Context: an optimization exercise on an open-source flow, tuned for small area, a short achievable clock period and few clock cycles per item. The choices shown serve that exercise and are no tape-out recipe.
Function was checked by simulation only, so behaviour that the tests miss may differ from the original.

==> flow/design.v <==
module murmur (
    input logic clk,
    input logic resetn,
    output logic in_ready,
    input logic [63:0] in_data,
    input logic in_valid,
    input logic in_last_processed,
    input logic [63:0] in_serialnum,
    input logic out_ready,
    output logic [95:0] out_data,
    output logic out_valid,
    output logic out_last_processed,
    output logic [63:0] out_serialnum
);
logic [31:0] h0, h1, h2, h3, h4;
logic [31:0] h2_q;
logic [63:0] data_q;
assign h0 = in_data[31:0] ^ (in_data[31:0] >> 16);
assign h1 = h0 * 32'h85ebca6b;
assign h2 = h1 ^ (h1 >> 13);
always_ff @(posedge clk) begin
    if (~resetn)
        out_valid <= 1'b0;
    else if (out_ready)
        out_valid <= in_valid;
end
always_ff @(posedge clk) begin
    if (out_ready) begin
        h2_q <= h2;
        data_q <= in_data;
        out_last_processed <= in_last_processed;
        out_serialnum <= in_serialnum;
    end
end
assign h3 = h2_q * 32'hc2b2ae35;
assign h4 = h3 ^ (h3 >> 16);
assign in_ready = out_ready;
assign out_data = {h4, data_q};
endmodule
module murmur_multi#(
    parameter NUM_HASHER = 4
)(
    input logic clk,
    input logic resetn,
    output logic [NUM_HASHER-1:0] in_ready,
    input logic [NUM_HASHER-1:0] [63:0] in_data,
    input logic [NUM_HASHER-1:0] in_valid,
    input logic [NUM_HASHER-1:0] in_last_processed,
    input logic [NUM_HASHER-1:0] [63:0] in_serialnum,
    input logic [NUM_HASHER-1:0] out_ready,
    output logic [NUM_HASHER-1:0] [63:0] out_tuple,
    output logic [NUM_HASHER-1:0] [31:0] out_tag,
    output logic [NUM_HASHER-1:0] out_valid,
    output logic [NUM_HASHER-1:0] out_last_processed,
    output logic [NUM_HASHER-1:0] [63:0] out_serialnum
    );
for (genvar i = 0; i < NUM_HASHER; i = i + 1) begin : lane
    logic [95:0] out_data;
    murmur murmur_inst (
            .clk(clk),
            .resetn(resetn),
            .in_ready(in_ready[i]),
            .in_data(in_data[i]),
            .in_valid(in_valid[i]),
            .in_last_processed(in_last_processed[i]),
            .in_serialnum(in_serialnum[i]),
            .out_ready(out_ready[i]),
            .out_valid(out_valid[i]),
            .out_data(out_data),
            .out_last_processed(out_last_processed[i]),
            .out_serialnum(out_serialnum[i])
        );
    assign out_tuple[i] = out_data[63:0];
    assign out_tag[i] = out_data[95:64];
end
endmodule
==> flow/run.sh <==
#!/bin/bash
# synth_recipe.tcl (not shown) runs the flow's synth.tcl, then flattens the netlist and writes it again
# the make line also repeats each setting of config.mk as NAME=value (left out here)
make -C /OpenROAD-flow-scripts/flow DESIGN_CONFIG=/design/flow/config.mk WORK_HOME=/design/flow/orfs CLKGATE_MAP_FILE= SYNTH_SCRIPT=/design/flow/synth_recipe.tcl finish
==> flow/config.mk <==
export PLATFORM = sky130hd
export DESIGN_NAME = murmur_multi
export DESIGN_NICKNAME = murmur_multi
export VERILOG_FILES = /design/flow/design.v
export SDC_FILE = /design/flow/constraint.sdc
export NUM_CORES = 4
export LEC_CHECK = 0
export CAP_MARGIN = 20
export CORE_MARGIN = 2
export CORE_UTILIZATION = 40
export SLEW_MARGIN = 20
==> flow/constraint.sdc <==
create_clock -name core_clock -period 8.0 [get_ports {clk}]
set_input_delay 1.6000 -clock core_clock [delete_from_list [all_inputs] [get_ports {clk}]]
set_output_delay 1.6000 -clock core_clock [all_outputs]
set_load 0.01 [all_outputs]
==> impl_metrics.csv, run 1 <==
group,metric,value,unit
status,outcome,"failed layout checks",
status,so.violations,"negative setup slack",
finish,reg_top3,"lane.murmur_inst.data_q x256, lane.murmur_inst.out_serialnum x256, lane.murmur_inst.h2_q x128",
synthesis,synth_top_family_by_area,"adder cells",
timing,drv_slew,0,
timing,max_freq,111.9,MHz
timing,fin_ws,-0.9344,ns
finish,seq_area,19420,um2
setup_path,reg2reg_from,"lane[1].murmur_inst.out_valid$_SDFFE_PN0P_",
route,wl_per_cell,24.45,um
route,wl_met2,166700,um
cts,post_cts_buffers,192,
job,cap_violations,0,
route,wl,339800,um
timing,fin_crit_sh,111.7,%
synthesis,synth_top_flop_cell,"edfxtp_1",
setup_path,worstSetupEndpoint,"out_tag[79]",
synthesis,ys_seq_elements,648,
grt,grt_max_degree,81,
grt,track_usage,29.61,%
finish,final_util,56.51,%
grt,met3_usage,5.514,%
setup_path,r2r_slack,7.21,ns
finish,area_dominant_class,"multi-input gates",
grt,grt_overflow_total,0,
worst_hold_path,hp-class,"flop to flop",
timing,setup_viol,125,
Testbench counts, summed over its fixed seeds: cycles 12,008, items 48,000.
==> run 2, diff against run 1 <==
--- a/flow/design.v
+++ b/flow/design.v
@@ -18,3 +18,3 @@
 assign h0 = in_data[31:0] ^ (in_data[31:0] >> 16);
-assign h1 = h0 * 32'h85ebca6b;
+murmur_mul1 mul1 (.x(h0), .y(h1));
 assign h2 = h1 ^ (h1 >> 13);
@@ -34,3 +34,3 @@
 end
-assign h3 = h2_q * 32'hc2b2ae35;
+murmur_mul2 mul2 (.x(h2_q), .y(h3));
 assign h4 = h3 ^ (h3 >> 16);
@@ -39,2 +39,1054 @@
 endmodule
+module murmur_mul1 (
+    input logic [31:0] x,
+    output logic [31:0] y
+);
+logic [31:0] nx;
+assign nx = ~x;
+logic p_w1;
+logic p_w2;
+logic p_w4;
+logic p_w5;
+logic p_w7;
+logic p_w8;
+logic p_w10;
+logic p_w11;
+logic p_w13;
+logic p_w14;
+logic p_w16;
+logic p_w17;
+logic p_w19;
+logic p_w20;
+logic p_w22;
+logic p_w23;
+logic p_w25;
+logic p_w26;
+logic p_w28;
+logic p_w29;
+logic p_w31;
+logic p_w32;
+logic p_w34;
+logic p_w35;
+logic p_w37;
+logic p_w38;
+logic p_w40;
+logic p_w41;
+logic p_w43;
+logic p_w44;
+logic p_w46;
+logic p_w47;
+logic p_w49;
+logic p_w50;
+logic p_w52;
+logic p_w53;
+logic p_w55;
+logic p_w56;
+logic p_w58;
+logic p_w59;
+logic p_w61;
+logic p_w62;
+logic p_w64;
+logic p_w65;
+logic p_w67;
+logic p_w68;
+logic p_w70;
+logic p_w71;
+logic p_w73;
+logic p_w74;
+logic p_w76;
+logic p_w77;
+logic p_w79;
+logic p_w80;
+logic p_w82;
+logic p_w83;
+logic p_w85;
+logic p_w86;
+logic p_w88;
+logic p_w89;
+logic p_w91;
+logic p_w92;
+logic p_w94;
+logic p_w95;
+logic p_w97;
+logic p_w98;
+logic p_w100;
+logic p_w101;
+logic p_w103;
+logic p_w104;
+logic p_w106;
+logic p_w107;
+logic p_w109;
+logic p_w110;
+logic p_w112;
+logic p_w113;
+logic p_w115;
+logic p_w116;
+logic p_w118;
+logic p_w119;
+logic p_w121;
+logic p_w122;
+logic p_w124;
+logic p_w125;
+logic p_w127;
+logic p_w128;
+logic p_w130;
+logic p_w131;
+logic p_w133;
+logic p_w134;
+logic p_w136;
+logic p_w137;
+logic p_w139;
+logic p_w140;
+logic p_w142;
+logic p_w143;
+logic p_w145;
+logic p_w146;
+logic p_w148;
+logic p_w149;
+logic p_w151;
+logic p_w152;
+logic p_w154;
+logic p_w155;
+logic p_w157;
+logic p_w158;
+logic p_w160;
+logic p_w161;
+logic p_w163;
+logic p_w164;
+logic p_w166;
+logic p_w167;
+logic p_w169;
+logic p_w170;
+logic p_w172;
+logic p_w173;
+logic p_w175;
+logic p_w176;
+logic p_w178;
+logic p_w179;
+logic p_w181;
+logic p_w182;
+logic p_w184;
+logic p_w185;
+logic p_w187;
+logic p_w188;
+logic p_w190;
+logic p_w191;
+logic p_w193;
+logic p_w194;
+logic p_w196;
+logic p_w197;
+logic p_w199;
+logic p_w200;
+logic p_w202;
+logic p_w203;
+logic p_w205;
+logic p_w206;
+logic p_w208;
+logic p_w209;
+logic p_w211;
+logic p_w212;
+logic p_w214;
+logic p_w215;
+logic p_w217;
+logic p_w218;
+logic p_w220;
+logic p_w221;
+logic p_w223;
+logic p_w224;
+logic p_w226;
+logic p_w227;
+logic p_w229;
+logic p_w230;
+logic p_w232;
+logic p_w233;
+logic p_w235;
+logic p_w236;
+logic p_w238;
+logic p_w239;
+logic p_w241;
+logic p_w242;
+logic p_w244;
+logic p_w245;
+logic p_w247;
+logic p_w248;
+logic p_w250;
+logic p_w251;
+logic p_w253;
+logic p_w254;
+logic p_w256;
+logic p_w257;
+logic p_w259;
+logic p_w260;
+logic p_w262;
+logic p_w263;
+logic p_w265;
+logic p_w266;
+logic p_w268;
+logic p_w269;
+logic p_w271;
+logic p_w272;
+logic p_w274;
+logic p_w275;
+logic p_w277;
+logic p_w278;
+logic p_w280;
+logic p_w281;
+logic p_w283;
+logic p_w284;
+logic p_w286;
+logic p_w287;
+logic p_w289;
+logic p_w290;
+logic p_w292;
+logic p_w293;
+logic p_w295;
+logic p_w296;
+logic p_w298;
+logic p_w299;
+logic p_w301;
+logic p_w302;
+logic p_w304;
+logic p_w305;
+logic p_w307;
+logic p_w308;
+logic p_w310;
+logic p_w311;
+logic p_w313;
+logic p_w314;
+logic p_w316;
+logic p_w317;
+logic p_w319;
+logic p_w320;
+logic p_w322;
+logic p_w323;
+logic p_w325;
+logic p_w326;
+logic p_w328;
+logic p_w329;
+logic p_w331;
+logic p_w332;
+logic p_w334;
+logic p_w335;
+logic p_w337;
+logic p_w338;
+logic p_w340;
+logic p_w341;
+logic p_w343;
+logic p_w344;
+logic p_w346;
+logic p_w347;
+logic p_w349;
+logic p_w350;
+logic p_w352;
+logic p_w353;
+logic p_w355;
+logic p_w356;
+logic p_w358;
+logic p_w359;
+logic p_w361;
+logic p_w362;
+logic p_w364;
+logic p_w365;
+logic p_w367;
+logic p_w368;
+logic p_w370;
+logic p_w371;
+logic p_w373;
+logic p_w374;
+logic p_w376;
+logic p_w377;
+logic p_w379;
+logic p_w380;
+logic p_w382;
+logic p_w383;
+logic p_w385;
+logic p_w386;
+logic p_w388;
+logic p_w389;
+logic p_w391;
+logic p_w392;
+logic p_w394;
+logic p_w395;
+logic p_w397;
+logic p_w398;
+logic p_w400;
+logic p_w401;
+logic p_w403;
+logic p_w404;
+logic p_w406;
+logic p_w407;
+logic p_w409;
+logic p_w410;
+logic p_w412;
+logic p_w413;
+logic p_w415;
+logic p_w416;
+logic p_w418;
+logic p_w419;
+logic p_w421;
+logic p_w422;
+logic p_w424;
+logic p_w425;
+logic p_w427;
+logic p_w428;
+logic p_w430;
+logic p_w431;
+logic p_w433;
+logic p_w434;
+logic p_w436;
+logic p_w437;
+logic p_w439;
+logic p_w440;
+logic p_w442;
+logic p_w443;
+logic p_w445;
+logic p_w446;
+logic p_w448;
+logic p_w449;
+logic p_w451;
+logic p_w452;
+logic p_w454;
+logic p_w455;
+logic p_w457;
+logic p_w458;
+logic p_w460;
+logic p_w461;
+logic p_w463;
+logic p_w464;
+logic p_w466;
+logic p_w467;
+logic p_w469;
+logic p_w470;
+logic p_w472;
+logic p_w473;
+logic p_w475;
+logic p_w476;
+murmur_fa p_fa3 (.a(1'b1), .b(nx[2]), .c(nx[0]), .s(p_w1), .co(p_w2));
+murmur_fa p_fa6 (.a(nx[3]), .b(nx[1]), .c(p_w2), .s(p_w4), .co(p_w5));
+murmur_fa p_fa9 (.a(1'b1), .b(nx[4]), .c(nx[2]), .s(p_w7), .co(p_w8));
+murmur_fa p_fa12 (.a(nx[0]), .b(p_w7), .c(p_w5), .s(p_w10), .co(p_w11));
+murmur_fa p_fa15 (.a(nx[5]), .b(nx[3]), .c(nx[1]), .s(p_w13), .co(p_w14));
+murmur_fa p_fa18 (.a(p_w8), .b(p_w13), .c(p_w11), .s(p_w16), .co(p_w17));
+murmur_fa p_fa21 (.a(nx[6]), .b(nx[4]), .c(nx[2]), .s(p_w19), .co(p_w20));
+murmur_fa p_fa24 (.a(p_w14), .b(p_w19), .c(p_w17), .s(p_w22), .co(p_w23));
+murmur_fa p_fa27 (.a(nx[7]), .b(nx[5]), .c(nx[3]), .s(p_w25), .co(p_w26));
+murmur_fa p_fa30 (.a(x[0]), .b(p_w20), .c(p_w25), .s(p_w28), .co(p_w29));
+murmur_fa p_fa33 (.a(nx[8]), .b(nx[6]), .c(nx[4]), .s(p_w31), .co(p_w32));
+murmur_fa p_fa36 (.a(x[1]), .b(p_w26), .c(p_w31), .s(p_w34), .co(p_w35));
+murmur_fa p_fa39 (.a(nx[9]), .b(nx[7]), .c(nx[5]), .s(p_w37), .co(p_w38));
+murmur_fa p_fa42 (.a(x[2]), .b(x[0]), .c(p_w32), .s(p_w40), .co(p_w41));
+murmur_fa p_fa45 (.a(p_w37), .b(p_w35), .c(p_w40), .s(p_w43), .co(p_w44));
+murmur_fa p_fa48 (.a(nx[10]), .b(nx[8]), .c(nx[6]), .s(p_w46), .co(p_w47));
+murmur_fa p_fa51 (.a(x[3]), .b(x[1]), .c(p_w38), .s(p_w49), .co(p_w50));
+murmur_fa p_fa54 (.a(p_w46), .b(p_w41), .c(p_w49), .s(p_w52), .co(p_w53));
+murmur_fa p_fa57 (.a(nx[11]), .b(nx[9]), .c(nx[7]), .s(p_w55), .co(p_w56));
+murmur_fa p_fa60 (.a(x[4]), .b(x[2]), .c(x[0]), .s(p_w58), .co(p_w59));
+murmur_fa p_fa63 (.a(p_w47), .b(p_w55), .c(p_w58), .s(p_w61), .co(p_w62));
+murmur_fa p_fa66 (.a(p_w50), .b(p_w61), .c(p_w53), .s(p_w64), .co(p_w65));
+murmur_fa p_fa69 (.a(nx[12]), .b(nx[10]), .c(nx[8]), .s(p_w67), .co(p_w68));
+murmur_fa p_fa72 (.a(x[5]), .b(x[3]), .c(x[1]), .s(p_w70), .co(p_w71));
+murmur_fa p_fa75 (.a(p_w56), .b(p_w59), .c(p_w67), .s(p_w73), .co(p_w74));
+murmur_fa p_fa78 (.a(p_w70), .b(p_w62), .c(p_w73), .s(p_w76), .co(p_w77));
+murmur_fa p_fa81 (.a(nx[13]), .b(nx[11]), .c(nx[9]), .s(p_w79), .co(p_w80));
+murmur_fa p_fa84 (.a(x[6]), .b(x[4]), .c(x[2]), .s(p_w82), .co(p_w83));
+murmur_fa p_fa87 (.a(p_w68), .b(p_w71), .c(p_w79), .s(p_w85), .co(p_w86));
+murmur_fa p_fa90 (.a(p_w82), .b(p_w74), .c(p_w85), .s(p_w88), .co(p_w89));
+murmur_fa p_fa93 (.a(1'b1), .b(nx[14]), .c(nx[12]), .s(p_w91), .co(p_w92));
+murmur_fa p_fa96 (.a(nx[10]), .b(x[7]), .c(x[5]), .s(p_w94), .co(p_w95));
+murmur_fa p_fa99 (.a(x[3]), .b(nx[0]), .c(p_w80), .s(p_w97), .co(p_w98));
+murmur_fa p_fa102 (.a(p_w83), .b(p_w91), .c(p_w94), .s(p_w100), .co(p_w101));
+murmur_fa p_fa105 (.a(p_w86), .b(p_w97), .c(p_w100), .s(p_w103), .co(p_w104));
+murmur_fa p_fa108 (.a(nx[15]), .b(nx[13]), .c(nx[11]), .s(p_w106), .co(p_w107));
+murmur_fa p_fa111 (.a(x[8]), .b(x[6]), .c(x[4]), .s(p_w109), .co(p_w110));
+murmur_fa p_fa114 (.a(nx[1]), .b(p_w92), .c(p_w95), .s(p_w112), .co(p_w113));
+murmur_fa p_fa117 (.a(p_w106), .b(p_w109), .c(p_w98), .s(p_w115), .co(p_w116));
+murmur_fa p_fa120 (.a(p_w101), .b(p_w112), .c(p_w115), .s(p_w118), .co(p_w119));
+murmur_fa p_fa123 (.a(nx[16]), .b(nx[14]), .c(nx[12]), .s(p_w121), .co(p_w122));
+murmur_fa p_fa126 (.a(x[9]), .b(x[7]), .c(x[5]), .s(p_w124), .co(p_w125));
+murmur_fa p_fa129 (.a(nx[2]), .b(p_w107), .c(p_w110), .s(p_w127), .co(p_w128));
+murmur_fa p_fa132 (.a(p_w121), .b(p_w124), .c(p_w113), .s(p_w130), .co(p_w131));
+murmur_fa p_fa135 (.a(p_w127), .b(p_w116), .c(p_w130), .s(p_w133), .co(p_w134));
+murmur_fa p_fa138 (.a(nx[17]), .b(nx[15]), .c(nx[13]), .s(p_w136), .co(p_w137));
+murmur_fa p_fa141 (.a(x[10]), .b(x[8]), .c(x[6]), .s(p_w139), .co(p_w140));
+murmur_fa p_fa144 (.a(nx[3]), .b(p_w122), .c(p_w125), .s(p_w142), .co(p_w143));
+murmur_fa p_fa147 (.a(p_w136), .b(p_w139), .c(p_w128), .s(p_w145), .co(p_w146));
+murmur_fa p_fa150 (.a(p_w142), .b(p_w131), .c(p_w145), .s(p_w148), .co(p_w149));
+murmur_fa p_fa153 (.a(1'b1), .b(nx[18]), .c(nx[16]), .s(p_w151), .co(p_w152));
+murmur_fa p_fa156 (.a(nx[14]), .b(x[11]), .c(x[9]), .s(p_w154), .co(p_w155));
+murmur_fa p_fa159 (.a(x[7]), .b(nx[4]), .c(nx[0]), .s(p_w157), .co(p_w158));
+murmur_fa p_fa162 (.a(p_w137), .b(p_w140), .c(p_w151), .s(p_w160), .co(p_w161));
+murmur_fa p_fa165 (.a(p_w154), .b(p_w157), .c(p_w143), .s(p_w163), .co(p_w164));
+murmur_fa p_fa168 (.a(p_w160), .b(p_w146), .c(p_w163), .s(p_w166), .co(p_w167));
+murmur_fa p_fa171 (.a(nx[19]), .b(nx[17]), .c(nx[15]), .s(p_w169), .co(p_w170));
+murmur_fa p_fa174 (.a(x[12]), .b(x[10]), .c(x[8]), .s(p_w172), .co(p_w173));
+murmur_fa p_fa177 (.a(nx[5]), .b(nx[1]), .c(p_w152), .s(p_w175), .co(p_w176));
+murmur_fa p_fa180 (.a(p_w155), .b(p_w158), .c(p_w169), .s(p_w178), .co(p_w179));
+murmur_fa p_fa183 (.a(p_w172), .b(p_w161), .c(p_w175), .s(p_w181), .co(p_w182));
+murmur_fa p_fa186 (.a(p_w178), .b(p_w164), .c(p_w181), .s(p_w184), .co(p_w185));
+murmur_fa p_fa189 (.a(1'b1), .b(nx[20]), .c(nx[18]), .s(p_w187), .co(p_w188));
+murmur_fa p_fa192 (.a(nx[16]), .b(x[13]), .c(x[11]), .s(p_w190), .co(p_w191));
+murmur_fa p_fa195 (.a(x[9]), .b(nx[6]), .c(nx[2]), .s(p_w193), .co(p_w194));
+murmur_fa p_fa198 (.a(nx[0]), .b(p_w170), .c(p_w173), .s(p_w196), .co(p_w197));
+murmur_fa p_fa201 (.a(p_w187), .b(p_w190), .c(p_w193), .s(p_w199), .co(p_w200));
+murmur_fa p_fa204 (.a(p_w176), .b(p_w179), .c(p_w196), .s(p_w202), .co(p_w203));
+murmur_fa p_fa207 (.a(p_w199), .b(p_w182), .c(p_w202), .s(p_w205), .co(p_w206));
+murmur_fa p_fa210 (.a(nx[21]), .b(nx[19]), .c(nx[17]), .s(p_w208), .co(p_w209));
+murmur_fa p_fa213 (.a(x[14]), .b(x[12]), .c(x[10]), .s(p_w211), .co(p_w212));
+murmur_fa p_fa216 (.a(nx[7]), .b(nx[3]), .c(nx[1]), .s(p_w214), .co(p_w215));
+murmur_fa p_fa219 (.a(p_w188), .b(p_w191), .c(p_w194), .s(p_w217), .co(p_w218));
+murmur_fa p_fa222 (.a(p_w208), .b(p_w211), .c(p_w214), .s(p_w220), .co(p_w221));
+murmur_fa p_fa225 (.a(p_w197), .b(p_w200), .c(p_w217), .s(p_w223), .co(p_w224));
+murmur_fa p_fa228 (.a(p_w220), .b(p_w203), .c(p_w223), .s(p_w226), .co(p_w227));
+murmur_fa p_fa231 (.a(nx[22]), .b(nx[20]), .c(nx[18]), .s(p_w229), .co(p_w230));
+murmur_fa p_fa234 (.a(x[15]), .b(x[13]), .c(x[11]), .s(p_w232), .co(p_w233));
+murmur_fa p_fa237 (.a(nx[8]), .b(nx[4]), .c(nx[2]), .s(p_w235), .co(p_w236));
+murmur_fa p_fa240 (.a(p_w209), .b(p_w212), .c(p_w215), .s(p_w238), .co(p_w239));
+murmur_fa p_fa243 (.a(p_w229), .b(p_w232), .c(p_w235), .s(p_w241), .co(p_w242));
+murmur_fa p_fa246 (.a(p_w218), .b(p_w221), .c(p_w238), .s(p_w244), .co(p_w245));
+murmur_fa p_fa249 (.a(p_w241), .b(p_w224), .c(p_w244), .s(p_w247), .co(p_w248));
+murmur_fa p_fa252 (.a(nx[23]), .b(nx[21]), .c(nx[19]), .s(p_w250), .co(p_w251));
+murmur_fa p_fa255 (.a(x[16]), .b(x[14]), .c(x[12]), .s(p_w253), .co(p_w254));
+murmur_fa p_fa258 (.a(nx[9]), .b(nx[5]), .c(nx[3]), .s(p_w256), .co(p_w257));
+murmur_fa p_fa261 (.a(p_w230), .b(p_w233), .c(p_w236), .s(p_w259), .co(p_w260));
+murmur_fa p_fa264 (.a(p_w250), .b(p_w253), .c(p_w256), .s(p_w262), .co(p_w263));
+murmur_fa p_fa267 (.a(p_w239), .b(p_w242), .c(p_w259), .s(p_w265), .co(p_w266));
+murmur_fa p_fa270 (.a(p_w262), .b(p_w245), .c(p_w265), .s(p_w268), .co(p_w269));
+murmur_fa p_fa273 (.a(nx[24]), .b(nx[22]), .c(nx[20]), .s(p_w271), .co(p_w272));
+murmur_fa p_fa276 (.a(x[17]), .b(x[15]), .c(x[13]), .s(p_w274), .co(p_w275));
+murmur_fa p_fa279 (.a(nx[10]), .b(nx[6]), .c(nx[4]), .s(p_w277), .co(p_w278));
+murmur_fa p_fa282 (.a(p_w251), .b(p_w254), .c(p_w257), .s(p_w280), .co(p_w281));
+murmur_fa p_fa285 (.a(p_w271), .b(p_w274), .c(p_w277), .s(p_w283), .co(p_w284));
+murmur_fa p_fa288 (.a(p_w260), .b(p_w263), .c(p_w280), .s(p_w286), .co(p_w287));
+murmur_fa p_fa291 (.a(p_w283), .b(p_w266), .c(p_w286), .s(p_w289), .co(p_w290));
+murmur_fa p_fa294 (.a(1'b1), .b(nx[25]), .c(nx[23]), .s(p_w292), .co(p_w293));
+murmur_fa p_fa297 (.a(nx[21]), .b(x[18]), .c(x[16]), .s(p_w295), .co(p_w296));
+murmur_fa p_fa300 (.a(x[14]), .b(nx[11]), .c(nx[7]), .s(p_w298), .co(p_w299));
+murmur_fa p_fa303 (.a(nx[5]), .b(nx[0]), .c(p_w272), .s(p_w301), .co(p_w302));
+murmur_fa p_fa306 (.a(p_w275), .b(p_w278), .c(p_w292), .s(p_w304), .co(p_w305));
+murmur_fa p_fa309 (.a(p_w295), .b(p_w298), .c(p_w281), .s(p_w307), .co(p_w308));
+murmur_fa p_fa312 (.a(p_w284), .b(p_w301), .c(p_w304), .s(p_w310), .co(p_w311));
+murmur_fa p_fa315 (.a(p_w287), .b(p_w307), .c(p_w310), .s(p_w313), .co(p_w314));
+murmur_fa p_fa318 (.a(nx[26]), .b(nx[24]), .c(nx[22]), .s(p_w316), .co(p_w317));
+murmur_fa p_fa321 (.a(x[19]), .b(x[17]), .c(x[15]), .s(p_w319), .co(p_w320));
+murmur_fa p_fa324 (.a(nx[12]), .b(nx[8]), .c(nx[6]), .s(p_w322), .co(p_w323));
+murmur_fa p_fa327 (.a(nx[1]), .b(p_w293), .c(p_w296), .s(p_w325), .co(p_w326));
+murmur_fa p_fa330 (.a(p_w299), .b(p_w316), .c(p_w319), .s(p_w328), .co(p_w329));
+murmur_fa p_fa333 (.a(p_w322), .b(p_w302), .c(p_w305), .s(p_w331), .co(p_w332));
+murmur_fa p_fa336 (.a(p_w325), .b(p_w328), .c(p_w308), .s(p_w334), .co(p_w335));
+murmur_fa p_fa339 (.a(p_w311), .b(p_w331), .c(p_w334), .s(p_w337), .co(p_w338));
+murmur_fa p_fa342 (.a(nx[27]), .b(nx[25]), .c(nx[23]), .s(p_w340), .co(p_w341));
+murmur_fa p_fa345 (.a(x[20]), .b(x[18]), .c(x[16]), .s(p_w343), .co(p_w344));
+murmur_fa p_fa348 (.a(nx[13]), .b(nx[9]), .c(nx[7]), .s(p_w346), .co(p_w347));
+murmur_fa p_fa351 (.a(nx[2]), .b(x[0]), .c(p_w317), .s(p_w349), .co(p_w350));
+murmur_fa p_fa354 (.a(p_w320), .b(p_w323), .c(p_w340), .s(p_w352), .co(p_w353));
+murmur_fa p_fa357 (.a(p_w343), .b(p_w346), .c(p_w326), .s(p_w355), .co(p_w356));
+murmur_fa p_fa360 (.a(p_w329), .b(p_w349), .c(p_w352), .s(p_w358), .co(p_w359));
+murmur_fa p_fa363 (.a(p_w332), .b(p_w355), .c(p_w358), .s(p_w361), .co(p_w362));
+murmur_fa p_fa366 (.a(p_w335), .b(p_w361), .c(p_w338), .s(p_w364), .co(p_w365));
+murmur_fa p_fa369 (.a(nx[28]), .b(nx[26]), .c(nx[24]), .s(p_w367), .co(p_w368));
+murmur_fa p_fa372 (.a(x[21]), .b(x[19]), .c(x[17]), .s(p_w370), .co(p_w371));
+murmur_fa p_fa375 (.a(nx[14]), .b(nx[10]), .c(nx[8]), .s(p_w373), .co(p_w374));
+murmur_fa p_fa378 (.a(nx[3]), .b(x[1]), .c(p_w341), .s(p_w376), .co(p_w377));
+murmur_fa p_fa381 (.a(p_w344), .b(p_w347), .c(p_w367), .s(p_w379), .co(p_w380));
+murmur_fa p_fa384 (.a(p_w370), .b(p_w373), .c(p_w350), .s(p_w382), .co(p_w383));
+murmur_fa p_fa387 (.a(p_w353), .b(p_w376), .c(p_w379), .s(p_w385), .co(p_w386));
+murmur_fa p_fa390 (.a(p_w356), .b(p_w382), .c(p_w359), .s(p_w388), .co(p_w389));
+murmur_fa p_fa393 (.a(p_w385), .b(p_w362), .c(p_w388), .s(p_w391), .co(p_w392));
+murmur_fa p_fa396 (.a(nx[29]), .b(nx[27]), .c(nx[25]), .s(p_w394), .co(p_w395));
+murmur_fa p_fa399 (.a(x[22]), .b(x[20]), .c(x[18]), .s(p_w397), .co(p_w398));
+murmur_fa p_fa402 (.a(nx[15]), .b(nx[11]), .c(nx[9]), .s(p_w400), .co(p_w401));
+murmur_fa p_fa405 (.a(nx[4]), .b(x[2]), .c(p_w368), .s(p_w403), .co(p_w404));
+murmur_fa p_fa408 (.a(p_w371), .b(p_w374), .c(p_w394), .s(p_w406), .co(p_w407));
+murmur_fa p_fa411 (.a(p_w397), .b(p_w400), .c(p_w377), .s(p_w409), .co(p_w410));
+murmur_fa p_fa414 (.a(p_w380), .b(p_w403), .c(p_w406), .s(p_w412), .co(p_w413));
+murmur_fa p_fa417 (.a(p_w383), .b(p_w409), .c(p_w386), .s(p_w415), .co(p_w416));
+murmur_fa p_fa420 (.a(p_w412), .b(p_w389), .c(p_w415), .s(p_w418), .co(p_w419));
+murmur_fa p_fa423 (.a(nx[30]), .b(nx[28]), .c(nx[26]), .s(p_w421), .co(p_w422));
+murmur_fa p_fa426 (.a(x[23]), .b(x[21]), .c(x[19]), .s(p_w424), .co(p_w425));
+murmur_fa p_fa429 (.a(nx[16]), .b(nx[12]), .c(nx[10]), .s(p_w427), .co(p_w428));
+murmur_fa p_fa432 (.a(nx[5]), .b(x[3]), .c(p_w395), .s(p_w430), .co(p_w431));
+murmur_fa p_fa435 (.a(p_w398), .b(p_w401), .c(p_w421), .s(p_w433), .co(p_w434));
+murmur_fa p_fa438 (.a(p_w424), .b(p_w427), .c(p_w404), .s(p_w436), .co(p_w437));
+murmur_fa p_fa441 (.a(p_w407), .b(p_w430), .c(p_w433), .s(p_w439), .co(p_w440));
+murmur_fa p_fa444 (.a(p_w410), .b(p_w436), .c(p_w413), .s(p_w442), .co(p_w443));
+murmur_fa p_fa447 (.a(p_w439), .b(p_w416), .c(p_w442), .s(p_w445), .co(p_w446));
+murmur_fa p_fa450 (.a(nx[31]), .b(nx[29]), .c(nx[27]), .s(p_w448), .co(p_w449));
+murmur_fa p_fa453 (.a(x[24]), .b(x[22]), .c(x[20]), .s(p_w451), .co(p_w452));
+murmur_fa p_fa456 (.a(nx[17]), .b(nx[13]), .c(nx[11]), .s(p_w454), .co(p_w455));
+murmur_fa p_fa459 (.a(nx[6]), .b(x[4]), .c(x[0]), .s(p_w457), .co(p_w458));
+murmur_fa p_fa462 (.a(p_w422), .b(p_w425), .c(p_w428), .s(p_w460), .co(p_w461));
+murmur_fa p_fa465 (.a(p_w448), .b(p_w451), .c(p_w454), .s(p_w463), .co(p_w464));
+murmur_fa p_fa468 (.a(p_w457), .b(p_w431), .c(p_w434), .s(p_w466), .co(p_w467));
+murmur_fa p_fa471 (.a(p_w460), .b(p_w463), .c(p_w437), .s(p_w469), .co(p_w470));
+murmur_fa p_fa474 (.a(p_w440), .b(p_w466), .c(p_w469), .s(p_w472), .co(p_w473));
+murmur_fa p_fa477 (.a(p_w443), .b(p_w472), .c(p_w446), .s(p_w475), .co(p_w476));
+assign y = {p_w475, p_w419, p_w392, p_w391, p_w364, p_w314, p_w290, p_w269, p_w248, p_w227, p_w206, p_w185, p_w167, p_w149, p_w134, p_w119, p_w104, p_w89, p_w77, p_w76, p_w64, p_w44, p_w43, p_w29, p_w28, p_w22, p_w16, p_w10, p_w4, p_w1, nx[1], 1'b1} + {1'b0, p_w445, p_w418, p_w365, 1'b0, p_w337, p_w313, p_w289, p_w268, p_w247, p_w226, p_w205, p_w184, p_w166, p_w148, p_w133, p_w118, p_w103, p_w88, p_w65, 1'b0, p_w52, 1'b0, p_w34, p_w23, 1'b0, 1'b0, 1'b0, 1'b0, 1'b0, 1'b0, nx[0]};
+endmodule
+module murmur_mul2 (
+    input logic [31:0] x,
+    output logic [31:0] y
+);
+logic [31:0] nx;
+assign nx = ~x;
+logic p_w1;
+logic p_w2;
+logic p_w4;
+logic p_w5;
+logic p_w7;
+logic p_w8;
+logic p_w10;
+logic p_w11;
+logic p_w13;
+logic p_w14;
+logic p_w16;
+logic p_w17;
+logic p_w19;
+logic p_w20;
+logic p_w22;
+logic p_w23;
+logic p_w25;
+logic p_w26;
+logic p_w28;
+logic p_w29;
+logic p_w31;
+logic p_w32;
+logic p_w34;
+logic p_w35;
+logic p_w37;
+logic p_w38;
+logic p_w40;
+logic p_w41;
+logic p_w43;
+logic p_w44;
+logic p_w46;
+logic p_w47;
+logic p_w49;
+logic p_w50;
+logic p_w52;
+logic p_w53;
+logic p_w55;
+logic p_w56;
+logic p_w58;
+logic p_w59;
+logic p_w61;
+logic p_w62;
+logic p_w64;
+logic p_w65;
+logic p_w67;
+logic p_w68;
+logic p_w70;
+logic p_w71;
+logic p_w73;
+logic p_w74;
+logic p_w76;
+logic p_w77;
+logic p_w79;
+logic p_w80;
+logic p_w82;
+logic p_w83;
+logic p_w85;
+logic p_w86;
+logic p_w88;
+logic p_w89;
+logic p_w91;
+logic p_w92;
+logic p_w94;
+logic p_w95;
+logic p_w97;
+logic p_w98;
+logic p_w100;
+logic p_w101;
+logic p_w103;
+logic p_w104;
+logic p_w106;
+logic p_w107;
+logic p_w109;
+logic p_w110;
+logic p_w112;
+logic p_w113;
+logic p_w115;
+logic p_w116;
+logic p_w118;
+logic p_w119;
+logic p_w121;
+logic p_w122;
+logic p_w124;
+logic p_w125;
+logic p_w127;
+logic p_w128;
+logic p_w130;
+logic p_w131;
+logic p_w133;
+logic p_w134;
+logic p_w136;
+logic p_w137;
+logic p_w139;
+logic p_w140;
+logic p_w142;
+logic p_w143;
+logic p_w145;
+logic p_w146;
+logic p_w148;
+logic p_w149;
+logic p_w151;
+logic p_w152;
+logic p_w154;
+logic p_w155;
+logic p_w157;
+logic p_w158;
+logic p_w160;
+logic p_w161;
+logic p_w163;
+logic p_w164;
+logic p_w166;
+logic p_w167;
+logic p_w169;
+logic p_w170;
+logic p_w172;
+logic p_w173;
+logic p_w175;
+logic p_w176;
+logic p_w178;
+logic p_w179;
+logic p_w181;
+logic p_w182;
+logic p_w184;
+logic p_w185;
+logic p_w187;
+logic p_w188;
+logic p_w190;
+logic p_w191;
+logic p_w193;
+logic p_w194;
+logic p_w196;
+logic p_w197;
+logic p_w199;
+logic p_w200;
+logic p_w202;
+logic p_w203;
+logic p_w205;
+logic p_w206;
+logic p_w208;
+logic p_w209;
+logic p_w211;
+logic p_w212;
+logic p_w214;
+logic p_w215;
+logic p_w217;
+logic p_w218;
+logic p_w220;
+logic p_w221;
+logic p_w223;
+logic p_w224;
+logic p_w226;
+logic p_w227;
+logic p_w229;
+logic p_w230;
+logic p_w232;
+logic p_w233;
+logic p_w235;
+logic p_w236;
+logic p_w238;
+logic p_w239;
+logic p_w241;
+logic p_w242;
+logic p_w244;
+logic p_w245;
+logic p_w247;
+logic p_w248;
+logic p_w250;
+logic p_w251;
+logic p_w253;
+logic p_w254;
+logic p_w256;
+logic p_w257;
+logic p_w259;
+logic p_w260;
+logic p_w262;
+logic p_w263;
+logic p_w265;
+logic p_w266;
+logic p_w268;
+logic p_w269;
+logic p_w271;
+logic p_w272;
+logic p_w274;
+logic p_w275;
+logic p_w277;
+logic p_w278;
+logic p_w280;
+logic p_w281;
+logic p_w283;
+logic p_w284;
+logic p_w286;
+logic p_w287;
+logic p_w289;
+logic p_w290;
+logic p_w292;
+logic p_w293;
+logic p_w295;
+logic p_w296;
+logic p_w298;
+logic p_w299;
+logic p_w301;
+logic p_w302;
+logic p_w304;
+logic p_w305;
+logic p_w307;
+logic p_w308;
+logic p_w310;
+logic p_w311;
+logic p_w313;
+logic p_w314;
+logic p_w316;
+logic p_w317;
+logic p_w319;
+logic p_w320;
+logic p_w322;
+logic p_w323;
+logic p_w325;
+logic p_w326;
+logic p_w328;
+logic p_w329;
+logic p_w331;
+logic p_w332;
+logic p_w334;
+logic p_w335;
+logic p_w337;
+logic p_w338;
+logic p_w340;
+logic p_w341;
+logic p_w343;
+logic p_w344;
+logic p_w346;
+logic p_w347;
+logic p_w349;
+logic p_w350;
+logic p_w352;
+logic p_w353;
+logic p_w355;
+logic p_w356;
+logic p_w358;
+logic p_w359;
+logic p_w361;
+logic p_w362;
+logic p_w364;
+logic p_w365;
+logic p_w367;
+logic p_w368;
+logic p_w370;
+logic p_w371;
+logic p_w373;
+logic p_w374;
+logic p_w376;
+logic p_w377;
+logic p_w379;
+logic p_w380;
+logic p_w382;
+logic p_w383;
+logic p_w385;
+logic p_w386;
+logic p_w388;
+logic p_w389;
+logic p_w391;
+logic p_w392;
+logic p_w394;
+logic p_w395;
+logic p_w397;
+logic p_w398;
+logic p_w400;
+logic p_w401;
+logic p_w403;
+logic p_w404;
+logic p_w406;
+logic p_w407;
+logic p_w409;
+logic p_w410;
+logic p_w412;
+logic p_w413;
+logic p_w415;
+logic p_w416;
+logic p_w418;
+logic p_w419;
+logic p_w421;
+logic p_w422;
+logic p_w424;
+logic p_w425;
+logic p_w427;
+logic p_w428;
+logic p_w430;
+logic p_w431;
+logic p_w433;
+logic p_w434;
+logic p_w436;
+logic p_w437;
+logic p_w439;
+logic p_w440;
+logic p_w442;
+logic p_w443;
+logic p_w445;
+logic p_w446;
+logic p_w448;
+logic p_w449;
+logic p_w451;
+logic p_w452;
+logic p_w454;
+logic p_w455;
+logic p_w457;
+logic p_w458;
+logic p_w460;
+logic p_w461;
+logic p_w463;
+logic p_w464;
+logic p_w466;
+logic p_w467;
+logic p_w469;
+logic p_w470;
+logic p_w472;
+logic p_w473;
+logic p_w475;
+logic p_w476;
+logic p_w478;
+logic p_w479;
+logic p_w481;
+logic p_w482;
+logic p_w484;
+logic p_w485;
+logic p_w487;
+logic p_w488;
+logic p_w490;
+logic p_w491;
+logic p_w493;
+logic p_w494;
+logic p_w496;
+logic p_w497;
+logic p_w499;
+logic p_w500;
+logic p_w502;
+logic p_w503;
+logic p_w505;
+logic p_w506;
+logic p_w508;
+logic p_w509;
+logic p_w511;
+logic p_w512;
+logic p_w514;
+logic p_w515;
+logic p_w517;
+logic p_w518;
+logic p_w520;
+logic p_w521;
+logic p_w523;
+logic p_w524;
+logic p_w526;
+logic p_w527;
+logic p_w529;
+logic p_w530;
+logic p_w532;
+logic p_w533;
+logic p_w535;
+logic p_w536;
+logic p_w538;
+logic p_w539;
+logic p_w541;
+logic p_w542;
+logic p_w544;
+logic p_w545;
+logic p_w547;
+logic p_w548;
+murmur_fa p_fa3 (.a(1'b1), .b(x[4]), .c(x[2]), .s(p_w1), .co(p_w2));
+murmur_fa p_fa6 (.a(x[5]), .b(x[3]), .c(nx[1]), .s(p_w4), .co(p_w5));
+murmur_fa p_fa9 (.a(x[6]), .b(x[4]), .c(nx[2]), .s(p_w7), .co(p_w8));
+murmur_fa p_fa12 (.a(x[0]), .b(p_w5), .c(p_w7), .s(p_w10), .co(p_w11));
+murmur_fa p_fa15 (.a(x[7]), .b(x[5]), .c(nx[3]), .s(p_w13), .co(p_w14));
+murmur_fa p_fa18 (.a(x[1]), .b(p_w8), .c(p_w13), .s(p_w16), .co(p_w17));
+murmur_fa p_fa21 (.a(x[8]), .b(x[6]), .c(nx[4]), .s(p_w19), .co(p_w20));
+murmur_fa p_fa24 (.a(x[2]), .b(p_w14), .c(p_w19), .s(p_w22), .co(p_w23));
+murmur_fa p_fa27 (.a(1'b1), .b(x[9]), .c(x[7]), .s(p_w25), .co(p_w26));
+murmur_fa p_fa30 (.a(nx[5]), .b(x[3]), .c(nx[0]), .s(p_w28), .co(p_w29));
+murmur_fa p_fa33 (.a(p_w20), .b(p_w25), .c(p_w28), .s(p_w31), .co(p_w32));
+murmur_fa p_fa36 (.a(x[10]), .b(x[8]), .c(nx[6]), .s(p_w34), .co(p_w35));
+murmur_fa p_fa39 (.a(x[4]), .b(nx[1]), .c(p_w26), .s(p_w37), .co(p_w38));
+murmur_fa p_fa42 (.a(p_w29), .b(p_w34), .c(p_w32), .s(p_w40), .co(p_w41));
+murmur_fa p_fa45 (.a(x[11]), .b(x[9]), .c(nx[7]), .s(p_w43), .co(p_w44));
+murmur_fa p_fa48 (.a(x[5]), .b(nx[2]), .c(p_w35), .s(p_w46), .co(p_w47));
+murmur_fa p_fa51 (.a(p_w43), .b(p_w38), .c(p_w46), .s(p_w49), .co(p_w50));
+murmur_fa p_fa54 (.a(1'b1), .b(x[12]), .c(x[10]), .s(p_w52), .co(p_w53));
+murmur_fa p_fa57 (.a(nx[8]), .b(x[6]), .c(nx[3]), .s(p_w55), .co(p_w56));
+murmur_fa p_fa60 (.a(nx[0]), .b(p_w44), .c(p_w52), .s(p_w58), .co(p_w59));
+murmur_fa p_fa63 (.a(p_w55), .b(p_w47), .c(p_w58), .s(p_w61), .co(p_w62));
+murmur_fa p_fa66 (.a(x[13]), .b(x[11]), .c(nx[9]), .s(p_w64), .co(p_w65));
+murmur_fa p_fa69 (.a(x[7]), .b(nx[4]), .c(nx[1]), .s(p_w67), .co(p_w68));
+murmur_fa p_fa72 (.a(p_w53), .b(p_w56), .c(p_w64), .s(p_w70), .co(p_w71));
+murmur_fa p_fa75 (.a(p_w67), .b(p_w59), .c(p_w70), .s(p_w73), .co(p_w74));
+murmur_fa p_fa78 (.a(1'b1), .b(x[14]), .c(x[12]), .s(p_w76), .co(p_w77));
+murmur_fa p_fa81 (.a(nx[10]), .b(x[8]), .c(nx[5]), .s(p_w79), .co(p_w80));
+murmur_fa p_fa84 (.a(nx[2]), .b(nx[0]), .c(p_w65), .s(p_w82), .co(p_w83));
+murmur_fa p_fa87 (.a(p_w68), .b(p_w76), .c(p_w79), .s(p_w85), .co(p_w86));
+murmur_fa p_fa90 (.a(p_w71), .b(p_w82), .c(p_w85), .s(p_w88), .co(p_w89));
+murmur_fa p_fa93 (.a(x[15]), .b(x[13]), .c(nx[11]), .s(p_w91), .co(p_w92));
+murmur_fa p_fa96 (.a(x[9]), .b(nx[6]), .c(nx[3]), .s(p_w94), .co(p_w95));
+murmur_fa p_fa99 (.a(nx[1]), .b(p_w77), .c(p_w80), .s(p_w97), .co(p_w98));
+murmur_fa p_fa102 (.a(p_w91), .b(p_w94), .c(p_w83), .s(p_w100), .co(p_w101));
+murmur_fa p_fa105 (.a(p_w86), .b(p_w97), .c(p_w100), .s(p_w103), .co(p_w104));
+murmur_fa p_fa108 (.a(1'b1), .b(x[16]), .c(x[14]), .s(p_w106), .co(p_w107));
+murmur_fa p_fa111 (.a(nx[12]), .b(x[10]), .c(nx[7]), .s(p_w109), .co(p_w110));
+murmur_fa p_fa114 (.a(nx[4]), .b(nx[2]), .c(nx[0]), .s(p_w112), .co(p_w113));
+murmur_fa p_fa117 (.a(p_w92), .b(p_w95), .c(p_w106), .s(p_w115), .co(p_w116));
+murmur_fa p_fa120 (.a(p_w109), .b(p_w112), .c(p_w98), .s(p_w118), .co(p_w119));
+murmur_fa p_fa123 (.a(p_w115), .b(p_w101), .c(p_w118), .s(p_w121), .co(p_w122));
+murmur_fa p_fa126 (.a(x[17]), .b(x[15]), .c(nx[13]), .s(p_w124), .co(p_w125));
+murmur_fa p_fa129 (.a(x[11]), .b(nx[8]), .c(nx[5]), .s(p_w127), .co(p_w128));
+murmur_fa p_fa132 (.a(nx[3]), .b(nx[1]), .c(p_w107), .s(p_w130), .co(p_w131));
+murmur_fa p_fa135 (.a(p_w110), .b(p_w113), .c(p_w124), .s(p_w133), .co(p_w134));
+murmur_fa p_fa138 (.a(p_w127), .b(p_w116), .c(p_w130), .s(p_w136), .co(p_w137));
+murmur_fa p_fa141 (.a(p_w133), .b(p_w119), .c(p_w136), .s(p_w139), .co(p_w140));
+murmur_fa p_fa144 (.a(x[18]), .b(x[16]), .c(nx[14]), .s(p_w142), .co(p_w143));
+murmur_fa p_fa147 (.a(x[12]), .b(nx[9]), .c(nx[6]), .s(p_w145), .co(p_w146));
+murmur_fa p_fa150 (.a(nx[4]), .b(nx[2]), .c(x[0]), .s(p_w148), .co(p_w149));
+murmur_fa p_fa153 (.a(p_w125), .b(p_w128), .c(p_w142), .s(p_w151), .co(p_w152));
+murmur_fa p_fa156 (.a(p_w145), .b(p_w148), .c(p_w131), .s(p_w154), .co(p_w155));
+murmur_fa p_fa159 (.a(p_w134), .b(p_w151), .c(p_w137), .s(p_w157), .co(p_w158));
+murmur_fa p_fa162 (.a(p_w154), .b(p_w157), .c(p_w140), .s(p_w160), .co(p_w161));
+murmur_fa p_fa165 (.a(x[19]), .b(x[17]), .c(nx[15]), .s(p_w163), .co(p_w164));
+murmur_fa p_fa168 (.a(x[13]), .b(nx[10]), .c(nx[7]), .s(p_w166), .co(p_w167));
+murmur_fa p_fa171 (.a(nx[5]), .b(nx[3]), .c(x[1]), .s(p_w169), .co(p_w170));
+murmur_fa p_fa174 (.a(p_w143), .b(p_w146), .c(p_w149), .s(p_w172), .co(p_w173));
+murmur_fa p_fa177 (.a(p_w163), .b(p_w166), .c(p_w169), .s(p_w175), .co(p_w176));
+murmur_fa p_fa180 (.a(p_w152), .b(p_w172), .c(p_w175), .s(p_w178), .co(p_w179));
+murmur_fa p_fa183 (.a(p_w155), .b(p_w178), .c(p_w158), .s(p_w181), .co(p_w182));
+murmur_fa p_fa186 (.a(1'b1), .b(x[20]), .c(x[18]), .s(p_w184), .co(p_w185));
+murmur_fa p_fa189 (.a(nx[16]), .b(x[14]), .c(nx[11]), .s(p_w187), .co(p_w188));
+murmur_fa p_fa192 (.a(nx[8]), .b(nx[6]), .c(nx[4]), .s(p_w190), .co(p_w191));
+murmur_fa p_fa195 (.a(x[2]), .b(nx[0]), .c(p_w164), .s(p_w193), .co(p_w194));
+murmur_fa p_fa198 (.a(p_w167), .b(p_w170), .c(p_w184), .s(p_w196), .co(p_w197));
+murmur_fa p_fa201 (.a(p_w187), .b(p_w190), .c(p_w173), .s(p_w199), .co(p_w200));
+murmur_fa p_fa204 (.a(p_w176), .b(p_w193), .c(p_w196), .s(p_w202), .co(p_w203));
+murmur_fa p_fa207 (.a(p_w199), .b(p_w179), .c(p_w202), .s(p_w205), .co(p_w206));
+murmur_fa p_fa210 (.a(x[21]), .b(x[19]), .c(nx[17]), .s(p_w208), .co(p_w209));
+murmur_fa p_fa213 (.a(x[15]), .b(nx[12]), .c(nx[9]), .s(p_w211), .co(p_w212));
+murmur_fa p_fa216 (.a(nx[7]), .b(nx[5]), .c(x[3]), .s(p_w214), .co(p_w215));
+murmur_fa p_fa219 (.a(nx[1]), .b(p_w185), .c(p_w188), .s(p_w217), .co(p_w218));
+murmur_fa p_fa222 (.a(p_w191), .b(p_w208), .c(p_w211), .s(p_w220), .co(p_w221));
+murmur_fa p_fa225 (.a(p_w214), .b(p_w194), .c(p_w197), .s(p_w223), .co(p_w224));
+murmur_fa p_fa228 (.a(p_w217), .b(p_w220), .c(p_w200), .s(p_w226), .co(p_w227));
+murmur_fa p_fa231 (.a(p_w203), .b(p_w223), .c(p_w226), .s(p_w229), .co(p_w230));
+murmur_fa p_fa234 (.a(1'b1), .b(x[22]), .c(x[20]), .s(p_w232), .co(p_w233));
+murmur_fa p_fa237 (.a(nx[18]), .b(x[16]), .c(nx[13]), .s(p_w235), .co(p_w236));
+murmur_fa p_fa240 (.a(nx[10]), .b(nx[8]), .c(nx[6]), .s(p_w238), .co(p_w239));
+murmur_fa p_fa243 (.a(x[4]), .b(nx[2]), .c(nx[0]), .s(p_w241), .co(p_w242));
+murmur_fa p_fa246 (.a(p_w209), .b(p_w212), .c(p_w215), .s(p_w244), .co(p_w245));
+murmur_fa p_fa249 (.a(p_w232), .b(p_w235), .c(p_w238), .s(p_w247), .co(p_w248));
+murmur_fa p_fa252 (.a(p_w241), .b(p_w218), .c(p_w221), .s(p_w250), .co(p_w251));
+murmur_fa p_fa255 (.a(p_w244), .b(p_w247), .c(p_w224), .s(p_w253), .co(p_w254));
+murmur_fa p_fa258 (.a(p_w250), .b(p_w227), .c(p_w253), .s(p_w256), .co(p_w257));
+murmur_fa p_fa261 (.a(x[23]), .b(x[21]), .c(nx[19]), .s(p_w259), .co(p_w260));
+murmur_fa p_fa264 (.a(x[17]), .b(nx[14]), .c(nx[11]), .s(p_w262), .co(p_w263));
+murmur_fa p_fa267 (.a(nx[9]), .b(nx[7]), .c(x[5]), .s(p_w265), .co(p_w266));
+murmur_fa p_fa270 (.a(nx[3]), .b(nx[1]), .c(p_w233), .s(p_w268), .co(p_w269));
+murmur_fa p_fa273 (.a(p_w236), .b(p_w239), .c(p_w242), .s(p_w271), .co(p_w272));
+murmur_fa p_fa276 (.a(p_w259), .b(p_w262), .c(p_w265), .s(p_w274), .co(p_w275));
+murmur_fa p_fa279 (.a(p_w245), .b(p_w248), .c(p_w268), .s(p_w277), .co(p_w278));
+murmur_fa p_fa282 (.a(p_w271), .b(p_w274), .c(p_w251), .s(p_w280), .co(p_w281));
+murmur_fa p_fa285 (.a(p_w277), .b(p_w254), .c(p_w280), .s(p_w283), .co(p_w284));
+murmur_fa p_fa288 (.a(1'b1), .b(x[24]), .c(x[22]), .s(p_w286), .co(p_w287));
+murmur_fa p_fa291 (.a(nx[20]), .b(x[18]), .c(nx[15]), .s(p_w289), .co(p_w290));
+murmur_fa p_fa294 (.a(nx[12]), .b(nx[10]), .c(nx[8]), .s(p_w292), .co(p_w293));
+murmur_fa p_fa297 (.a(x[6]), .b(nx[4]), .c(nx[2]), .s(p_w295), .co(p_w296));
+murmur_fa p_fa300 (.a(nx[0]), .b(p_w260), .c(p_w263), .s(p_w298), .co(p_w299));
+murmur_fa p_fa303 (.a(p_w266), .b(p_w286), .c(p_w289), .s(p_w301), .co(p_w302));
+murmur_fa p_fa306 (.a(p_w292), .b(p_w295), .c(p_w269), .s(p_w304), .co(p_w305));
+murmur_fa p_fa309 (.a(p_w272), .b(p_w275), .c(p_w298), .s(p_w307), .co(p_w308));
+murmur_fa p_fa312 (.a(p_w301), .b(p_w278), .c(p_w304), .s(p_w310), .co(p_w311));
+murmur_fa p_fa315 (.a(p_w307), .b(p_w281), .c(p_w310), .s(p_w313), .co(p_w314));
+murmur_fa p_fa318 (.a(x[25]), .b(x[23]), .c(nx[21]), .s(p_w316), .co(p_w317));
+murmur_fa p_fa321 (.a(x[19]), .b(nx[16]), .c(nx[13]), .s(p_w319), .co(p_w320));
+murmur_fa p_fa324 (.a(nx[11]), .b(nx[9]), .c(x[7]), .s(p_w322), .co(p_w323));
+murmur_fa p_fa327 (.a(nx[5]), .b(nx[3]), .c(nx[1]), .s(p_w325), .co(p_w326));
+murmur_fa p_fa330 (.a(p_w287), .b(p_w290), .c(p_w293), .s(p_w328), .co(p_w329));
+murmur_fa p_fa333 (.a(p_w296), .b(p_w316), .c(p_w319), .s(p_w331), .co(p_w332));
+murmur_fa p_fa336 (.a(p_w322), .b(p_w325), .c(p_w299), .s(p_w334), .co(p_w335));
+murmur_fa p_fa339 (.a(p_w302), .b(p_w328), .c(p_w331), .s(p_w337), .co(p_w338));
+murmur_fa p_fa342 (.a(p_w305), .b(p_w308), .c(p_w334), .s(p_w340), .co(p_w341));
+murmur_fa p_fa345 (.a(p_w337), .b(p_w311), .c(p_w340), .s(p_w343), .co(p_w344));
+murmur_fa p_fa348 (.a(x[26]), .b(x[24]), .c(nx[22]), .s(p_w346), .co(p_w347));
+murmur_fa p_fa351 (.a(x[20]), .b(nx[17]), .c(nx[14]), .s(p_w349), .co(p_w350));
+murmur_fa p_fa354 (.a(nx[12]), .b(nx[10]), .c(x[8]), .s(p_w352), .co(p_w353));
+murmur_fa p_fa357 (.a(nx[6]), .b(nx[4]), .c(nx[2]), .s(p_w355), .co(p_w356));
+murmur_fa p_fa360 (.a(x[0]), .b(p_w317), .c(p_w320), .s(p_w358), .co(p_w359));
+murmur_fa p_fa363 (.a(p_w323), .b(p_w326), .c(p_w346), .s(p_w361), .co(p_w362));
+murmur_fa p_fa366 (.a(p_w349), .b(p_w352), .c(p_w355), .s(p_w364), .co(p_w365));
+murmur_fa p_fa369 (.a(p_w329), .b(p_w332), .c(p_w358), .s(p_w367), .co(p_w368));
+murmur_fa p_fa372 (.a(p_w361), .b(p_w364), .c(p_w335), .s(p_w370), .co(p_w371));
+murmur_fa p_fa375 (.a(p_w338), .b(p_w367), .c(p_w341), .s(p_w373), .co(p_w374));
+murmur_fa p_fa378 (.a(p_w370), .b(p_w344), .c(p_w373), .s(p_w376), .co(p_w377));
+murmur_fa p_fa381 (.a(x[27]), .b(x[25]), .c(nx[23]), .s(p_w379), .co(p_w380));
+murmur_fa p_fa384 (.a(x[21]), .b(nx[18]), .c(nx[15]), .s(p_w382), .co(p_w383));
+murmur_fa p_fa387 (.a(nx[13]), .b(nx[11]), .c(x[9]), .s(p_w385), .co(p_w386));
+murmur_fa p_fa390 (.a(nx[7]), .b(nx[5]), .c(nx[3]), .s(p_w388), .co(p_w389));
+murmur_fa p_fa393 (.a(x[1]), .b(p_w347), .c(p_w350), .s(p_w391), .co(p_w392));
+murmur_fa p_fa396 (.a(p_w353), .b(p_w356), .c(p_w379), .s(p_w394), .co(p_w395));
+murmur_fa p_fa399 (.a(p_w382), .b(p_w385), .c(p_w388), .s(p_w397), .co(p_w398));
+murmur_fa p_fa402 (.a(p_w359), .b(p_w362), .c(p_w365), .s(p_w400), .co(p_w401));
+murmur_fa p_fa405 (.a(p_w391), .b(p_w394), .c(p_w397), .s(p_w403), .co(p_w404));
+murmur_fa p_fa408 (.a(p_w368), .b(p_w400), .c(p_w403), .s(p_w406), .co(p_w407));
+murmur_fa p_fa411 (.a(p_w371), .b(p_w406), .c(p_w374), .s(p_w409), .co(p_w410));
+murmur_fa p_fa414 (.a(x[28]), .b(x[26]), .c(nx[24]), .s(p_w412), .co(p_w413));
+murmur_fa p_fa417 (.a(x[22]), .b(nx[19]), .c(nx[16]), .s(p_w415), .co(p_w416));
+murmur_fa p_fa420 (.a(nx[14]), .b(nx[12]), .c(x[10]), .s(p_w418), .co(p_w419));
+murmur_fa p_fa423 (.a(nx[8]), .b(nx[6]), .c(nx[4]), .s(p_w421), .co(p_w422));
+murmur_fa p_fa426 (.a(x[2]), .b(p_w380), .c(p_w383), .s(p_w424), .co(p_w425));
+murmur_fa p_fa429 (.a(p_w386), .b(p_w389), .c(p_w412), .s(p_w427), .co(p_w428));
+murmur_fa p_fa432 (.a(p_w415), .b(p_w418), .c(p_w421), .s(p_w430), .co(p_w431));
+murmur_fa p_fa435 (.a(p_w392), .b(p_w395), .c(p_w398), .s(p_w433), .co(p_w434));
+murmur_fa p_fa438 (.a(p_w424), .b(p_w427), .c(p_w430), .s(p_w436), .co(p_w437));
+murmur_fa p_fa441 (.a(p_w401), .b(p_w404), .c(p_w433), .s(p_w439), .co(p_w440));
+murmur_fa p_fa444 (.a(p_w436), .b(p_w407), .c(p_w439), .s(p_w442), .co(p_w443));
+murmur_fa p_fa447 (.a(x[29]), .b(x[27]), .c(nx[25]), .s(p_w445), .co(p_w446));
+murmur_fa p_fa450 (.a(x[23]), .b(nx[20]), .c(nx[17]), .s(p_w448), .co(p_w449));
+murmur_fa p_fa453 (.a(nx[15]), .b(nx[13]), .c(x[11]), .s(p_w451), .co(p_w452));
+murmur_fa p_fa456 (.a(nx[9]), .b(nx[7]), .c(nx[5]), .s(p_w454), .co(p_w455));
+murmur_fa p_fa459 (.a(x[3]), .b(p_w413), .c(p_w416), .s(p_w457), .co(p_w458));
+murmur_fa p_fa462 (.a(p_w419), .b(p_w422), .c(p_w445), .s(p_w460), .co(p_w461));
+murmur_fa p_fa465 (.a(p_w448), .b(p_w451), .c(p_w454), .s(p_w463), .co(p_w464));
+murmur_fa p_fa468 (.a(p_w425), .b(p_w428), .c(p_w431), .s(p_w466), .co(p_w467));
+murmur_fa p_fa471 (.a(p_w457), .b(p_w460), .c(p_w463), .s(p_w469), .co(p_w470));
+murmur_fa p_fa474 (.a(p_w434), .b(p_w437), .c(p_w466), .s(p_w472), .co(p_w473));
+murmur_fa p_fa477 (.a(p_w469), .b(p_w440), .c(p_w472), .s(p_w475), .co(p_w476));
+murmur_fa p_fa480 (.a(1'b1), .b(x[30]), .c(x[28]), .s(p_w478), .co(p_w479));
+murmur_fa p_fa483 (.a(nx[26]), .b(x[24]), .c(nx[21]), .s(p_w481), .co(p_w482));
+murmur_fa p_fa486 (.a(nx[18]), .b(nx[16]), .c(nx[14]), .s(p_w484), .co(p_w485));
+murmur_fa p_fa489 (.a(x[12]), .b(nx[10]), .c(nx[8]), .s(p_w487), .co(p_w488));
+murmur_fa p_fa492 (.a(nx[6]), .b(x[4]), .c(nx[0]), .s(p_w490), .co(p_w491));
+murmur_fa p_fa495 (.a(p_w446), .b(p_w449), .c(p_w452), .s(p_w493), .co(p_w494));
+murmur_fa p_fa498 (.a(p_w455), .b(p_w478), .c(p_w481), .s(p_w496), .co(p_w497));
+murmur_fa p_fa501 (.a(p_w484), .b(p_w487), .c(p_w490), .s(p_w499), .co(p_w500));
+murmur_fa p_fa504 (.a(p_w458), .b(p_w461), .c(p_w464), .s(p_w502), .co(p_w503));
+murmur_fa p_fa507 (.a(p_w493), .b(p_w496), .c(p_w499), .s(p_w505), .co(p_w506));
+murmur_fa p_fa510 (.a(p_w467), .b(p_w470), .c(p_w502), .s(p_w508), .co(p_w509));
+murmur_fa p_fa513 (.a(p_w505), .b(p_w473), .c(p_w508), .s(p_w511), .co(p_w512));
+murmur_fa p_fa516 (.a(x[31]), .b(x[29]), .c(nx[27]), .s(p_w514), .co(p_w515));
+murmur_fa p_fa519 (.a(x[25]), .b(nx[22]), .c(nx[19]), .s(p_w517), .co(p_w518));
+murmur_fa p_fa522 (.a(nx[17]), .b(nx[15]), .c(x[13]), .s(p_w520), .co(p_w521));
+murmur_fa p_fa525 (.a(nx[11]), .b(nx[9]), .c(nx[7]), .s(p_w523), .co(p_w524));
+murmur_fa p_fa528 (.a(x[5]), .b(nx[1]), .c(p_w479), .s(p_w526), .co(p_w527));
+murmur_fa p_fa531 (.a(p_w482), .b(p_w485), .c(p_w488), .s(p_w529), .co(p_w530));
+murmur_fa p_fa534 (.a(p_w491), .b(p_w514), .c(p_w517), .s(p_w532), .co(p_w533));
+murmur_fa p_fa537 (.a(p_w520), .b(p_w523), .c(p_w494), .s(p_w535), .co(p_w536));
+murmur_fa p_fa540 (.a(p_w497), .b(p_w500), .c(p_w526), .s(p_w538), .co(p_w539));
+murmur_fa p_fa543 (.a(p_w529), .b(p_w532), .c(p_w503), .s(p_w541), .co(p_w542));
+murmur_fa p_fa546 (.a(p_w535), .b(p_w506), .c(p_w538), .s(p_w544), .co(p_w545));
+murmur_fa p_fa549 (.a(p_w541), .b(p_w509), .c(p_w544), .s(p_w547), .co(p_w548));
+assign y = {p_w512, p_w476, p_w443, p_w442, p_w377, p_w376, p_w314, p_w284, p_w257, p_w230, p_w206, p_w205, p_w161, p_w160, p_w122, p_w104, p_w89, p_w74, p_w62, p_w50, p_w41, p_w37, p_w23, p_w17, p_w11, p_w10, p_w2, nx[0], x[3], x[2], x[1], x[0]} + {p_w547, p_w511, p_w475, p_w410, p_w409, 1'b0, p_w343, p_w313, p_w283, p_w256, p_w229, p_w182, p_w181, 1'b0, p_w139, p_w121, p_w103, p_w88, p_w73, p_w61, p_w49, p_w40, p_w31, p_w22, p_w16, 1'b0, p_w4, p_w1, x[1], x[0], 1'b0, 1'b0};
+endmodule
+module murmur_fa (
+    input logic a,
+    input logic b,
+    input logic c,
+    output logic s,
+    output logic co
+);
+assign s = a ^ b ^ c;
+assign co = (a & b) | (a & c) | (b & c);
+endmodule
 module murmur_multi#(
--- a/flow/config.mk
+++ b/flow/config.mk
@@ -11 +11,3 @@
 export SLEW_MARGIN = 20
+export SYNTH_HIERARCHICAL = 1
+export SYNTH_MINIMUM_KEEP_SIZE = 0
==> impl_metrics.csv, run 2 <==
group,metric,value,unit
status,outcome,"timing/DRC/antenna clean",
setup_path,start_kind,"flop",
floorplanning,start_util,40.19,%
grt,grt_pass1_wl,304800,um
finish,final_util,53.08,%
floorplanning,core,151700,um2
cts,numCtsBuffers,77,
cts,clockBufferDepth,3,
worst_hold_path,hp-class,"flop to flop",
cts,clk_latency,0.68,ns
cts,ctsHoldBuffers,0,
setup_path,ff2ff_path_depth,2,
synthesis,synthCells,4076,
synthesis,ys_seq_elements,648,
timing,fin_crit_sh,97.94,%
timing,maxSlewHeadroom,26.63,%
placement,portBuffers,1177,
synthesis,yosysSeqAreaShare,31.84,%
synthesis,synth_top_flop_cell,"edfxtp_1",
setup_path,critPathCaptureType,"output port",
route,final_antenna_net_count,0,
grt,grt_max_degree,84,
route,vias_per_cell,5.226,
setup_path,critical_path.max_fanout,6,
route,wl,209300,um
route,wl_per_cell,26.98,um
floorplanning,dieWidth,394.5,um
finish,mostFrequentLayoutCells,"fa_1 (1371), clkdlybuf4s50_1 (1163), edfxtp_1 (644)",
placement,dp.cells,7475,
timing,rsz0062_at_grt,"true",
cts,root_buffer,"clkbuf_16",
finish,finalNonFillerCells,7757,
finish,final_common_cell,"fa_1",
timing,drv_slew,0,
finish,area_growth,32.06,%
grt,track_usage,27.00,%
grt,grt_overflow_total,0,
setup_path,path_cells,"clkinvlp_4 > buf_4 > fa_1 > fa_1 > fa_1 > fa_1 > fa_1 > fa_1 > ha_2 > a21o_1 > a21oi_1 > o211ai_1 > a31oi_1 > xnor2_1 > xor2_1 > buf_4 > clkdlybuf4s50_1",
synthesis,yosys-top-cells-count,"fa_1 (1372), edfxtp_1 (644), inv_1 (312)",
synthesis,synth_top_area_share,45.04,%
grt,grt_antenna_before_repair,22,
timing,fin_crit,7.835,ns
synthesis,yosysMostFrequentCell,"fa_1",
timing,hold_violations,0,
synthesis,synthTopCellsByArea,"fa_1 (45%), edfxtp_1 (32%), xor2_1 (4.0%)",
synthesis,ys_warn_count,7,
worst_hold_path,min_path_cells,2,
timing,fin_ws,0.1648,ns
finish,drive_gt1_share,9.886,%
setup_path,path_class,"flop to output port",
finish,nFillCells,12917,
finish,reg_top3,"lane.murmur_inst.data_q x256, lane.murmur_inst.out_serialnum x256, lane.murmur_inst.h2_q x128",
timing,max_freq,127.6,MHz
placement,place_congestion,0.9802,
synthesis,synth_area_leader_cell,"fa_1",
synthesis,synth_edf_count,644,
cts,clkTransAtPathRegs,0.06,ns
finish,final_nets,7752,
timing,worstMarginPinSlew,1.101,ns
route,vias,40541,
floorplanning,dieArea,155600,um2
setup_path,cp_slowest_cell,"clkdlybuf4s50_1",
floorplanning,io_pins,1178,
synthesis,syn_avg_cell_area,14.96,um2
job,cap_violations,0,
cts,clock-sinks,648,
timing,setup_viol,0,
route,detailedRoute.firstIterationViolations,3035,
[run 2: repair_timing]
action                     in CTS  in global routing
gates cloned                    0                  0
setup endpoints to repair      38                 30
setup buffers                  73                 65
pin swaps                       2                  8
resized for setup              40                 57
[run 2: layer usage]
layer	up-vias	part of all wire, %	GRT usage [%]
met5	-	0.054	0
met3	294	7.4	5.983
met4	16	2.9	7.122
li1	16964	-	-
met1	21491	41	35.72
met2	1776	49	45.08
[run 2: worst paths after layout]
check	start	endpoint	slack [ns]
max	lane[1].murmur_inst.h2_q[9]$_DFFE_PP_	out_tag[47]	0.16
min	lane[0].murmur_inst.out_valid$_SDFFE_PN0P_	lane[0].murmur_inst.out_valid$_SDFFE_PN0P_	0.53
max reg2reg	lane[3].murmur_inst.out_valid$_SDFFE_PN0P_	lane[3].murmur_inst.out_valid$_SDFFE_PN0P_	7.38
min reg2reg	lane[0].murmur_inst.out_valid$_SDFFE_PN0P_	lane[0].murmur_inst.out_valid$_SDFFE_PN0P_	0.53
[run 2: Yosys stat by module (local to each module, per instance), excerpt]
module	cells	times used	area [um2]	flip-flops and latches
murmur_fa	1	1368	20.02	0
murmur	216	4	5325	162
murmur_mul2	231	4	1568	0
murmur_mul1	230	4	1506	0
[run 2: cell type report]
| type | instances | area (um2) | area share, % |
|---|---|---|---|
| Inverter | 312 | 1276 | 1.585 |
| Timing Repair Buffer | 1487 | 14110 | 17.52 |
| Multi-Input combinational cell | 3136 | 40690 | 50.52 |
| Antenna cell | 2 | 5.005 | 0.006214 |
| Tap cell | 2030 | 2540 | 3.154 |
| Sequential cell | 648 | 19420 | 24.11 |
| Clock buffer | 90 | 1997 | 2.480 |
| Clock inverter | 52 | 499.2 | 0.6199 |
[run 2: worst max-delay path, delay by kind of cell (launching register included)]
family	cells	cell delay (ns)
fa+ha+maj	7	2.91
buf+inv	4	1.03
compound gates	4	0.76
flops	1	0.45
xor+xnor	2	0.40
[run 2: cell families after synthesis]
| group | after synthesis | share of synthesized area [%] |
|---|---|---|
| fa+ha+maj | 1564 | 48.98 |
| flops | 648 | 31.84 |
| compound gates | 552 | 6.245 |
| simple gates | 536 | 4.563 |
| xor+xnor | 416 | 5.975 |
| buf+inv | 344 | 2.216 |
| other cells | 8 | 0.04924 |
| mux | 8 | 0.1313 |
[run 2: per-stage QoR]
step	area [um2]
2_1_floorplan	61180
3_3_place_gp	76610
3_5_place_dp	76610
4_1_cts	79800
5_1_grt	80530
6_report	80540
Testbench counts of run 2, summed over its fixed seeds: cycles 12,008, items 48,000.

==> re-timing with driven ports <==
The results above use ideal ports. As a check the final layouts listed here were re-extracted and re-timed, cells and wires unchanged. Step 1: set_driving_cell puts a clkbuf_16 on clk and a buf_2 on each other input, an assumption about the parent block. Step 2 also shifts input and output timing later by t, the mid clock arrival at the registers, as if the neighbouring blocks saw the same clock. Three values: no drivers, after step 1, after step 2; two values: the first two.
| run | t (ns) | slack for setup (ns) | worst register clock-pin slew, ns | pins driven straight from the clock port |
|---|---|---|---|---|
| run 1 | 0.832 | -0.934 / -1.040 / -0.644 | 0.08 / 0.08 | 1 |
| run 2 | 0.772 | 0.165 / 0.071 / 0.313 | 0.07 / 0.07 | 1 |
